This design comes from an exercise in tuning for small area on the open sky130 flow, not from production work. Function was checked by simulation only, so behaviour that the tests miss may differ from the original. No activity file was given, so power comes from the tool's default toggle rates.

## the reference run
Design FirFilterSym_top, start of the top module:
module FirFilterSym_top (
    input  logic        clk,
    input  logic        rst,
    input  logic        valid_in,
    output logic        valid_out,
    input  logic [15:0] din,
    output logic [25:0] dout
);
For scale: about 46 I/O pins, about 0.036 sq mm of cells after synthesis.
export LEC_CHECK = 0
export ABC_AREA = 1
export CAP_MARGIN = 5
export CORE_MARGIN = 2
export CORE_UTILIZATION = 40
export CTS_BUF_LIST = sky130_fd_sc_hd__clkbuf_16
export CTS_CLUSTER_DIAMETER = 100
export CTS_CLUSTER_SIZE = 30
export SLEW_MARGIN = 5
create_clock -name core_clock -period 5.0 [get_ports {clk}]
standard.sh (not shown) runs the stock make flow with config.mk's settings and CLKGATE_MAP_FILE= SYNTH_SCRIPT=/design/flow/synth_recipe.tcl, a recipe that flattens the netlist after the stock synthesis.
==> flow/flow/run.sh <==
#!/bin/bash
# Own layout flow: the standard flow, with two changes to synthesis only.
#  1. Yosys's early "abc -fast" is skipped (SYNTH_ARGS=-noabc), so extract_fa sees the
#     RTL's full-adder equations as written and maps them without extra inverters.
#  2. flow/post.py rewrites the delay-line next-state logic of the synthesized netlist
#     (one a22o/a221o per register instead of o22ai + inverter) and flips full adders'
#     polarity where that saves inverters; registers are untouched.
# Then the standard flow runs from the netlist on (floorplan ... finish); every port still
# gets its own buffer, but a buf_1 instead of the larger delay buffer buffer_ports picks.
set -euo pipefail
W=$(pwd)
RES=$W/orfs/results/${FLOW_PLATFORM}/FirFilterSym_top/base
bash standard.sh SYNTH_ARGS=-noabc synth > $W/synth.log 2>&1
cp $RES/1_2_yosys.v $W/synth_orig.v
python3 $W/flow/post.py $W/synth_orig.v $W/synth_post.v > $W/post.log 2>&1
cp $W/synth_post.v $RES/1_2_yosys.v
rm -f $RES/1_synth.odb $RES/1_synth.sdc
bash standard.sh SYNTH_ARGS=-noabc 'BUFFER_PORTS_ARGS=-buffer_cell sky130_fd_sc_hd__buf_1' finish > $W/layout.log 2>&1
Other scripts of this flow, unchanged in this note and not shown: flow/flow/post.py
> inputs changed (the reference run -> the trial run)
Settings: CAP_MARGIN now 20, was 5; CTS_CLUSTER_SIZE now 32, was 30; CTS_CLUSTER_DIAMETER now 90, was 100; SLEW_MARGIN now 20, was 5.
--- outcome ---
- The trial run ended up with a lower share of the final layout cell area in multi-input gates than the reference run did.
- Diff the reference run -> the trial run: design area higher; maximum frequency lower; area growth from synthesis to final layout higher; share of total power consumed by net switching roughly the same.
- The clock network power share number comes out lower for the reference run vs the trial run.
- Per the comparison of the trial run with the reference run, clock power went up by about 5%, arrival time at the worst endpoint was more or less identical, design internal power now sits higher.
- The reference run ended up with x35[4]$_DFF_P_ as its timing startpoint of the critical path; the trial run ended up with x15[4]$_DFF_P_.

---

== red ==
Another version of the RTL of FirFilterSym_top (not shown whole).
For scale: roughly 46 I/O pins, about 36000 um2 of cells after synthesis.
Settings: LEC_CHECK=0, ABC_AREA=1, CAP_MARGIN=20, CORE_MARGIN=2, CORE_UTILIZATION=40, CTS_BUF_LIST=sky130_fd_sc_hd__clkbuf_8, CTS_CLUSTER_DIAMETER=60, CTS_CLUSTER_SIZE=20, SLEW_MARGIN=20; clock period 5.0 ns.
==> flow/flow/run.sh <==
#!/bin/bash
# Own layout flow: the standard flow, with two changes to synthesis only.
#  1. Yosys's early "abc -fast" is skipped (SYNTH_ARGS=-noabc), so extract_fa sees the
#     RTL's full-adder equations as written and maps them without extra inverters.
#  2. flow/post.py rewrites the delay-line next-state logic of the synthesized netlist
#     (one a22o/a221o per register instead of o22ai + inverter); registers are untouched.
# Then the standard flow runs from the netlist on (floorplan ... finish).
set -euo pipefail
W=$(pwd)
RES=$W/orfs/results/${FLOW_PLATFORM}/FirFilterSym_top/base
bash standard.sh SYNTH_ARGS=-noabc synth > $W/synth.log 2>&1
cp $RES/1_2_yosys.v $W/synth_orig.v
python3 $W/flow/post.py $W/synth_orig.v $W/synth_post.v > $W/post.log 2>&1
cp $W/synth_post.v $RES/1_2_yosys.v
rm -f $RES/1_synth.odb $RES/1_synth.sdc
bash standard.sh SYNTH_ARGS=-noabc finish > $W/layout.log 2>&1
Other scripts of this flow, unchanged in this note and not shown: flow/flow/post.py
red finished every step from synthesis to the final layout, and the layout passed the timing, design-rule and antenna checks.
--- input diff red..blue ---
Settings: CTS_CLUSTER_SIZE changed from 20 to 30; CTS_BUF_LIST changed from sky130_fd_sc_hd__clkbuf_8 to sky130_fd_sc_hd__clkbuf_16; CTS_CLUSTER_DIAMETER changed from 60 to 100.
Diff blue..red | detailed-route DRC error count | negligible. Any difference in proportion of final cell area spent on non-clock buffers between red and blue is small enough to ignore. Changes observed in blue relative to red: internal portion of total power -230 uW; worst hold slack saw little to no change; area of all placed cells without fillers went down by about 1.1%.

---

run A:
RTL: one of the versions met above, not the one the previous note started from.
Size: roughly 2300 cells after synthesis, roughly 46 I/O pins, about 0.036 sq mm of cells after synthesis.
==> flow/config.mk <==
export PLATFORM = sky130hd
export DESIGN_NAME = FirFilterSym_top
export DESIGN_NICKNAME = FirFilterSym_top
export VERILOG_FILES = /design/flow/design.v
export SDC_FILE = /design/flow/constraint.sdc
export NUM_CORES = 4
export LEC_CHECK = 0
export ABC_AREA = 1
export CAP_MARGIN = 20
export CORE_MARGIN = 2
export CORE_UTILIZATION = 40
export CTS_BUF_LIST = sky130_fd_sc_hd__clkbuf_16 sky130_fd_sc_hd__clkbuf_8
export CTS_CLUSTER_DIAMETER = 100
export CTS_CLUSTER_SIZE = 30
export SLEW_MARGIN = 20
==> flow/constraint.sdc <==
create_clock -name core_clock -period 5.0 [get_ports {clk}]
set_input_delay 1.0000 -clock core_clock [delete_from_list [all_inputs] [get_ports {clk}]]
set_output_delay 1.0000 -clock core_clock [all_outputs]
set_load 0.01 [all_outputs]
==> flow/flow/run.sh <==
#!/bin/bash
# Own layout flow: the standard flow, with two changes to synthesis only.
#  1. Yosys's early "abc -fast" is skipped (SYNTH_ARGS=-noabc), so extract_fa sees the
#     RTL's full-adder equations as written and maps them without extra inverters.
#  2. flow/post.py rewrites the delay-line next-state logic of the synthesized netlist
#     (one a22o/a221o per register instead of o22ai + inverter) and flips full adders'
#     polarity where that saves inverters; registers are untouched.
# Then the standard flow runs from the netlist on (floorplan ... finish); every port still
# gets its own buffer, but a buf_1 instead of the larger delay buffer buffer_ports picks.
set -euo pipefail
W=$(pwd)
RES=$W/orfs/results/${FLOW_PLATFORM}/FirFilterSym_top/base
bash standard.sh SYNTH_ARGS=-noabc synth > $W/synth.log 2>&1
cp $RES/1_2_yosys.v $W/synth_orig.v
python3 $W/flow/post.py $W/synth_orig.v $W/synth_post.v > $W/post.log 2>&1
cp $W/synth_post.v $RES/1_2_yosys.v
rm -f $RES/1_synth.odb $RES/1_synth.sdc
bash standard.sh SYNTH_ARGS=-noabc 'BUFFER_PORTS_ARGS=-buffer_cell sky130_fd_sc_hd__buf_1' finish > $W/layout.log 2>&1
Other scripts of this flow, unchanged in this note and not shown: flow/flow/post.py
#### Input delta (run B over run A)
# run A
export LEC_CHECK = 0
export ABC_AREA = 1
export CAP_MARGIN = 20
export CORE_MARGIN = 2
export CORE_UTILIZATION = 40
export CTS_BUF_LIST = sky130_fd_sc_hd__clkbuf_16 sky130_fd_sc_hd__clkbuf_8
export CTS_CLUSTER_DIAMETER = 100
export CTS_CLUSTER_SIZE = 30
export SLEW_MARGIN = 20
create_clock -name core_clock -period 5.0 [get_ports {clk}]
# run B
export LEC_CHECK = 0
export ABC_AREA = 1
export CAP_MARGIN = 20
export CORE_MARGIN = 2
export CORE_UTILIZATION = 40
export CTS_BUF_LIST = sky130_fd_sc_hd__clkbuf_16
export CTS_CLUSTER_DIAMETER = 100
export CTS_CLUSTER_SIZE = 30
export SLEW_MARGIN = 20
create_clock -name core_clock -period 5.0 [get_ports {clk}]
Results
Per the comparison of run B with run A, final area held steady, internal power consumption shrank by about 0.33%.
The final layouts of run A and run B pass the timing, design-rule and antenna checks.
[compare] base=run A new=run B: hold slack ~0 delta, global-route wire length before repair about even, final period demand of the worst path was more or less identical, relative contribution of the clock network to total power -0.2 points.
There was hardly any difference in sequential share of layout area between run B and run A.
Going from run A to run B, die area now sits at about the same level, routed length on met3 now sits lower.

---

run a:
RTL: one of the versions met above, not the one the previous note started from.
Size in the first run: roughly 46 I/O pins, about 36000 sq um of cells after synthesis.
==> flow/config.mk <==
export PLATFORM = sky130hd
export DESIGN_NAME = FirFilterSym_top
export DESIGN_NICKNAME = FirFilterSym_top
export VERILOG_FILES = /design/flow/design.v
export SDC_FILE = /design/flow/constraint.sdc
export NUM_CORES = 4
export LEC_CHECK = 0
export ABC_AREA = 1
export CAP_MARGIN = 20
export CORE_MARGIN = 2
export CORE_UTILIZATION = 40
export CTS_BUF_LIST = sky130_fd_sc_hd__clkbuf_16
export CTS_CLUSTER_DIAMETER = 60
export CTS_CLUSTER_SIZE = 30
export SLEW_MARGIN = 20
==> flow/constraint.sdc <==
create_clock -name core_clock -period 5.0 [get_ports {clk}]
set_input_delay 1.0000 -clock core_clock [delete_from_list [all_inputs] [get_ports {clk}]]
set_output_delay 1.0000 -clock core_clock [all_outputs]
set_load 0.01 [all_outputs]
==> flow/flow/run.sh <==
#!/bin/bash
# Own layout flow: the standard flow, with two changes to synthesis only.
#  1. Yosys's early "abc -fast" is skipped (SYNTH_ARGS=-noabc), so extract_fa sees the
#     RTL's full-adder equations as written and maps them without extra inverters.
#  2. flow/post.py rewrites the delay-line next-state logic of the synthesized netlist
#     (one a22o/a221o per register instead of o22ai + inverter); registers are untouched.
# Then the standard flow runs from the netlist on (floorplan ... finish).
set -euo pipefail
W=$(pwd)
RES=$W/orfs/results/${FLOW_PLATFORM}/FirFilterSym_top/base
bash standard.sh SYNTH_ARGS=-noabc synth > $W/synth.log 2>&1
cp $RES/1_2_yosys.v $W/synth_orig.v
python3 $W/flow/post.py $W/synth_orig.v $W/synth_post.v > $W/post.log 2>&1
cp $W/synth_post.v $RES/1_2_yosys.v
rm -f $RES/1_synth.odb $RES/1_synth.sdc
bash standard.sh SYNTH_ARGS=-noabc finish > $W/layout.log 2>&1
Other scripts of this flow, unchanged in this note and not shown: flow/flow/post.py
diff inputs: run a => run b
-- flow/config.mk --
<<< run a, line 12
export CTS_BUF_LIST = sky130_fd_sc_hd__clkbuf_16
export CTS_CLUSTER_DIAMETER = 60
export CTS_CLUSTER_SIZE = 30
>>> run b, line 12
export CTS_BUF_LIST = sky130_fd_sc_hd__clkbuf_16
export CTS_CLUSTER_DIAMETER = 100
export CTS_CLUSTER_SIZE = 30
- Per the comparison of run b with run a, total routing resource utilization after global routing dropped 0.29 points; timing-limited maximum frequency now sits at about the same level; clock sink total has remained practically unchanged.
- Routed wire in run b totals less than in run a.
- Between run a and run b, the slack of the worst reg-to-reg path figures differ only marginally.
- Run b ended with every stage complete and zero timing, DRC or antenna violations.

-- static timing again, ports no longer ideal --
The flow's constraints put no driver on any port. The routed layouts listed below were extracted and timed again, unchanged, in two steps.
Step 1 assumes that a clkbuf_16 drives the clock port and a buf_2 every other input.
Step 2 also shifts input and output timing later by t, the mid clock arrival at the registers, as if the neighbouring blocks saw the same clock.
a / b / c = ideal ports / drivers / drivers and shift; a / b = the first two.
run	shift t [ns]	setup WS [ns]	latest minus earliest clock arrival (ns)	slew at the worst register clock pin (ns)
the reference run	0.661	0.366 / 0.366 / 0.366	0.043 / 0.043	0.12 / 0.12
the trial run	0.664	0.344 / 0.344 / 0.344	0.062 / 0.061	0.12 / 0.12
red	0.794	0.332 / 0.332 / 0.053	0.043 / 0.043	0.12 / 0.12
blue	0.703	0.354 / 0.354 / 0.058	0.037 / 0.037	0.12 / 0.12
run A of note 3	0.661	0.365 / 0.365 / 0.365	0.042 / 0.042	0.12 / 0.12
run B of note 3	0.661	0.366 / 0.366 / 0.366	0.043 / 0.043	0.12 / 0.12
run a of note 4	0.699	0.323 / 0.323 / -0.033	0.053 / 0.053	0.09 / 0.09
run b of note 4	0.705	0.333 / 0.333 / -0.003	0.026 / 0.026	0.12 / 0.12
Met with ideal ports but missed after step 2: setup timing in run a of note 4 and run b of note 4. For run a of note 4, which loses most, drivers alone change the setup slack by 0.000 ns; drivers and shift together by -0.356 ns.
